From an optimization exercise on the open Yosys and OpenROAD flow, aimed at small area and a short achievable clock period; shortcuts taken in it are not production practice.
In this exercise RTL edits were held to simulation tests only and were not proved equivalent to the original.
Power is estimated from default activity; no workload was simulated.

Setup of the previous run:
==> flow/design.v (excerpt) <==
module arm7_execute (
	input             clk,
	input      [31:0] instr_i,   
	input      [31:0] rn_i,      
	input      [31:0] rd_i,      
	input      [31:0] rs_i,      
	input      [31:0] rm_i,      
	input      [31:0] pc_i,      
	input      [3:0]  nzcv_i,    
	output     [31:0] result_o,
	output     [3:0]  nzcv_o,
	output reg        wb_o,
	output reg        exec_o
);
For scale: roughly 3000 cells after synthesis, ~210 flip-flops, about 0.025 sq mm of cells after synthesis.
export LEC_CHECK = 0
export CAP_MARGIN = 20
export CORE_MARGIN = 2
export CORE_UTILIZATION = 40
export SLEW_MARGIN = 20
export TNS_END_PERCENT = 0
create_clock -name core_clock -period 13.0 [get_ports {clk}]
standard.sh (not shown) runs the stock make flow with config.mk's settings and CLKGATE_MAP_FILE= SYNTH_SCRIPT=/design/flow/synth_recipe.tcl, a recipe that flattens the netlist after the stock synthesis.
==> flow/flow/run.sh <==
#!/bin/bash
set -euo pipefail
MARGIN=$(cat flow/margin)
bash standard.sh SETUP_SLACK_MARGIN=$MARGIN \
  "BUFFER_PORTS_ARGS=-buffer_cell sky130_fd_sc_hd__buf_2" finish > flow_standard.log 2>&1
==> flow/flow/margin <==
9
diff inputs: the previous run => the current run
Settings: SLEW_MARGIN now 5, was 20; CAP_MARGIN now 5, was 20.
==> flow/flow/margin <==
8
### Flow results
- The current run does better than the previous run on maximum vdd drop.
- On overall power after layout, the previous run and the current run are basically level.
- | post-route cell area | the previous run vs the current run | ≈ equal |
- Diff the current run..the previous run | multi-input logic cell count | unchanged
- The current run vs. the previous run: wire length saw little to no change, fraction of the cycle the final worst path needs saw little to no change.
- The current run ended with every stage complete and zero timing, DRC or antenna violations.
- The previous run | status: complete | timing, DRC, antenna: pass
- Setup WNS the previous run -> the current run: worse

JK:
Starting RTL as in the previous note.
## arm7_execute
module arm7_execute (
	input             clk,
	input      [31:0] instr_i,   
	input      [31:0] rn_i,      
	input      [31:0] rd_i,      
	input      [31:0] rs_i,      
	input      [31:0] rm_i,      
	input      [31:0] pc_i,      
	input      [3:0]  nzcv_i,    
	output     [31:0] result_o,
	output     [3:0]  nzcv_o,
	output reg        wb_o,
	output reg        exec_o
);
wire is_dp, is_mul, is_ls, is_br;
inst_decode InstructionDecoder(
	.ir(instr_i), .is_dp(is_dp), .is_mul(is_mul), .is_ls(is_ls), .is_br(is_br));
wire [3:0] op = is_dp ? instr_i[24:21] : (is_ls & ~instr_i[23]) ? 4'd2 : 4'd4;
reg arith, inv1, inv2, sub, wb, zero1, sel_ms, sel_mc;
reg [1:0] cmode;    
always @* begin
	arith = 1'b0; inv1 = 1'b0; inv2 = 1'b0; sub = 1'b0; wb = 1'b1;
	zero1 = 1'b0; sel_ms = 1'b0; sel_mc = 1'b0; cmode = 2'd0;
	case (op)
		4'd0:  sel_mc = 1'b1;                                         
		4'd1:  sel_ms = 1'b1;                                         
		4'd2:  begin arith = 1'b1; inv2 = 1'b1; sub = 1'b1; cmode = 2'd1; end  
		4'd3:  begin arith = 1'b1; inv1 = 1'b1; sub = 1'b1; cmode = 2'd1; end  
		4'd4:  arith = 1'b1;                                          
		4'd5:  begin arith = 1'b1; cmode = 2'd2; end                  
		4'd6:  begin arith = 1'b1; inv2 = 1'b1; sub = 1'b1; cmode = 2'd2; end  
		4'd7:  begin arith = 1'b1; inv1 = 1'b1; sub = 1'b1; cmode = 2'd2; end  
		4'd8:  begin sel_mc = 1'b1; wb = 1'b0; end                    
		4'd9:  begin sel_ms = 1'b1; wb = 1'b0; end                    
  ...
Settings: LEC_CHECK=0, CAP_MARGIN=20, CORE_MARGIN=2, CORE_UTILIZATION=40, SLEW_MARGIN=20, TNS_END_PERCENT=5; clock period 13.0 ns.
==> flow/flow/margin <==
8
Scripts as last shown in full above: flow/flow/run.sh
#### Input delta (MS over JK)
Settings: TNS_END_PERCENT now 0, was 5; CORE_UTILIZATION now 55, was 40.
MS vs JK, slowest cell on the critical path: fa_2 vs dfxtp_1. MS vs. JK: final area shrank by 3.7%; critical path depth grew by 3; utilization after layout grew by 16 points.

arm7_execute again, from the RTL that the note above started with.
// arm7_execute
module arm7_execute (
	input             clk,
	input      [31:0] instr_i,   
	input      [31:0] rn_i,      
	input      [31:0] rd_i,      
	input      [31:0] rs_i,      
	input      [31:0] rm_i,      
	input      [31:0] pc_i,      
	input      [3:0]  nzcv_i,    
	output     [31:0] result_o,
	output     [3:0]  nzcv_o,
	output reg        wb_o,
	output reg        exec_o
);
wire is_dp, is_mul, is_ls, is_br;
inst_decode InstructionDecoder(
	.ir(instr_i), .is_dp(is_dp), .is_mul(is_mul), .is_ls(is_ls), .is_br(is_br));
wire [3:0] op = is_dp ? instr_i[24:21] : (is_ls & ~instr_i[23]) ? 4'd2 : 4'd4;
reg arith, inv1, inv2, sub, wb, zero1, sel_ms, sel_mc;
reg [1:0] cmode;    
always @* begin
	arith = 1'b0; inv1 = 1'b0; inv2 = 1'b0; sub = 1'b0; wb = 1'b1;
	zero1 = 1'b0; sel_ms = 1'b0; sel_mc = 1'b0; cmode = 2'd0;
	case (op)
		4'd0:  sel_mc = 1'b1;                                         
		4'd1:  sel_ms = 1'b1;                                         
		4'd2:  begin arith = 1'b1; inv2 = 1'b1; sub = 1'b1; cmode = 2'd1; end  
		4'd3:  begin arith = 1'b1; inv1 = 1'b1; sub = 1'b1; cmode = 2'd1; end  
		4'd4:  arith = 1'b1;                                          
		4'd5:  begin arith = 1'b1; cmode = 2'd2; end                  
		4'd6:  begin arith = 1'b1; inv2 = 1'b1; sub = 1'b1; cmode = 2'd2; end  
		4'd7:  begin arith = 1'b1; inv1 = 1'b1; sub = 1'b1; cmode = 2'd2; end  
		4'd8:  begin sel_mc = 1'b1; wb = 1'b0; end                    
		4'd9:  begin sel_ms = 1'b1; wb = 1'b0; end                    
		4'd10: begin arith = 1'b1; inv2 = 1'b1; sub = 1'b1; cmode = 2'd1; wb = 1'b0; end  
		4'd11: begin arith = 1'b1; wb = 1'b0; end                     
		4'd12: begin sel_ms = 1'b1; sel_mc = 1'b1; end                
		4'd13: begin sel_ms = 1'b1; zero1 = 1'b1; end                 
		4'd14: begin sel_mc = 1'b1; inv2 = 1'b1; end                  
		default: begin sel_ms = 1'b1; zero1 = 1'b1; inv2 = 1'b1; end  
	endcase
end
wire [31:0] op1_raw = is_mul ? (instr_i[21] ? rd_i : 32'd0) :
  ...
==> flow/config.mk <==
export PLATFORM = sky130hd
export DESIGN_NAME = arm7_execute
export DESIGN_NICKNAME = arm7_execute
export VERILOG_FILES = /design/flow/design.v
export SDC_FILE = /design/flow/constraint.sdc
export NUM_CORES = 4
export LEC_CHECK = 0
export CAP_MARGIN = 20
export CORE_MARGIN = 2
export CORE_UTILIZATION = 40
export SLEW_MARGIN = 20
export TNS_END_PERCENT = 0
==> flow/constraint.sdc <==
create_clock -name core_clock -period 13.0 [get_ports {clk}]
set_input_delay 2.6000 -clock core_clock [delete_from_list [all_inputs] [get_ports {clk}]]
set_output_delay 2.6000 -clock core_clock [all_outputs]
set_load 0.01 [all_outputs]
==> flow/flow/margin <==
7.3
Scripts as last shown in full above: flow/flow/run.sh
Edit:
==> flow/flow/margin (replaced) <==
8
Effect: Global-route usage came out higher by 1.1 points; wire length rose by 1.8%; power increases by 0.80%; final area is about the same; flip-flop and latch count stays the same; worst setup slack improves by 0.035 ns; sequential share of layout area stays flat; die area stays the same; non-clock buffer count drops by 12; first-iteration DRC count went down by 4.2%.

static timing again, ports no longer ideal:
How much do the figures lean on ideal ports? The routed layouts below were timed once more, with nothing changed but the port constraints.
Step 1 (the two cells are an assumption about what drives the block):
set clk [get_ports {clk}]
set_driving_cell -lib_cell sky130_fd_sc_hd__clkbuf_16 $clk
set_driving_cell -lib_cell sky130_fd_sc_hd__buf_2 [delete_from_list [all_inputs] $clk]
Step 2 times the ports against the registers' clock, not the clock port: input delays grow and output delays shrink by t, the midpoint of the rising clock arrivals with the driver on.
a / b / c = ideal / step 1 / step 2; a / b = the first two.
run	t (ns)	slack for setup (ns)	worst hold slack (ns)	worst setup path after step 2	cell pins on the clock port's net
the previous run	0.603	7.312 / 7.312 / 6.777	0.319 / 0.319 / 0.319	input to register	1
the current run	0.601	7.305 / 7.305 / 6.762	0.319 / 0.319 / 0.319	input to register	1
JK	0.604	7.397 / 7.397 / 6.919	0.323 / 0.323 / 0.323	input to register	1
MS	0.608	7.254 / 7.254 / 6.676	0.328 / 0.328 / 0.328	input to register	1
the first run of note 3	0.613	7.276 / 7.276 / 6.732	0.326 / 0.326 / 0.326	input to register	1
the second run of note 3	0.603	7.312 / 7.312 / 6.777	0.319 / 0.319 / 0.319	input to register	1
After both steps every run listed still meets setup and hold. For MS, which loses most, drivers alone change the setup slack by 0.000 ns; drivers and shift together by -0.578 ns.
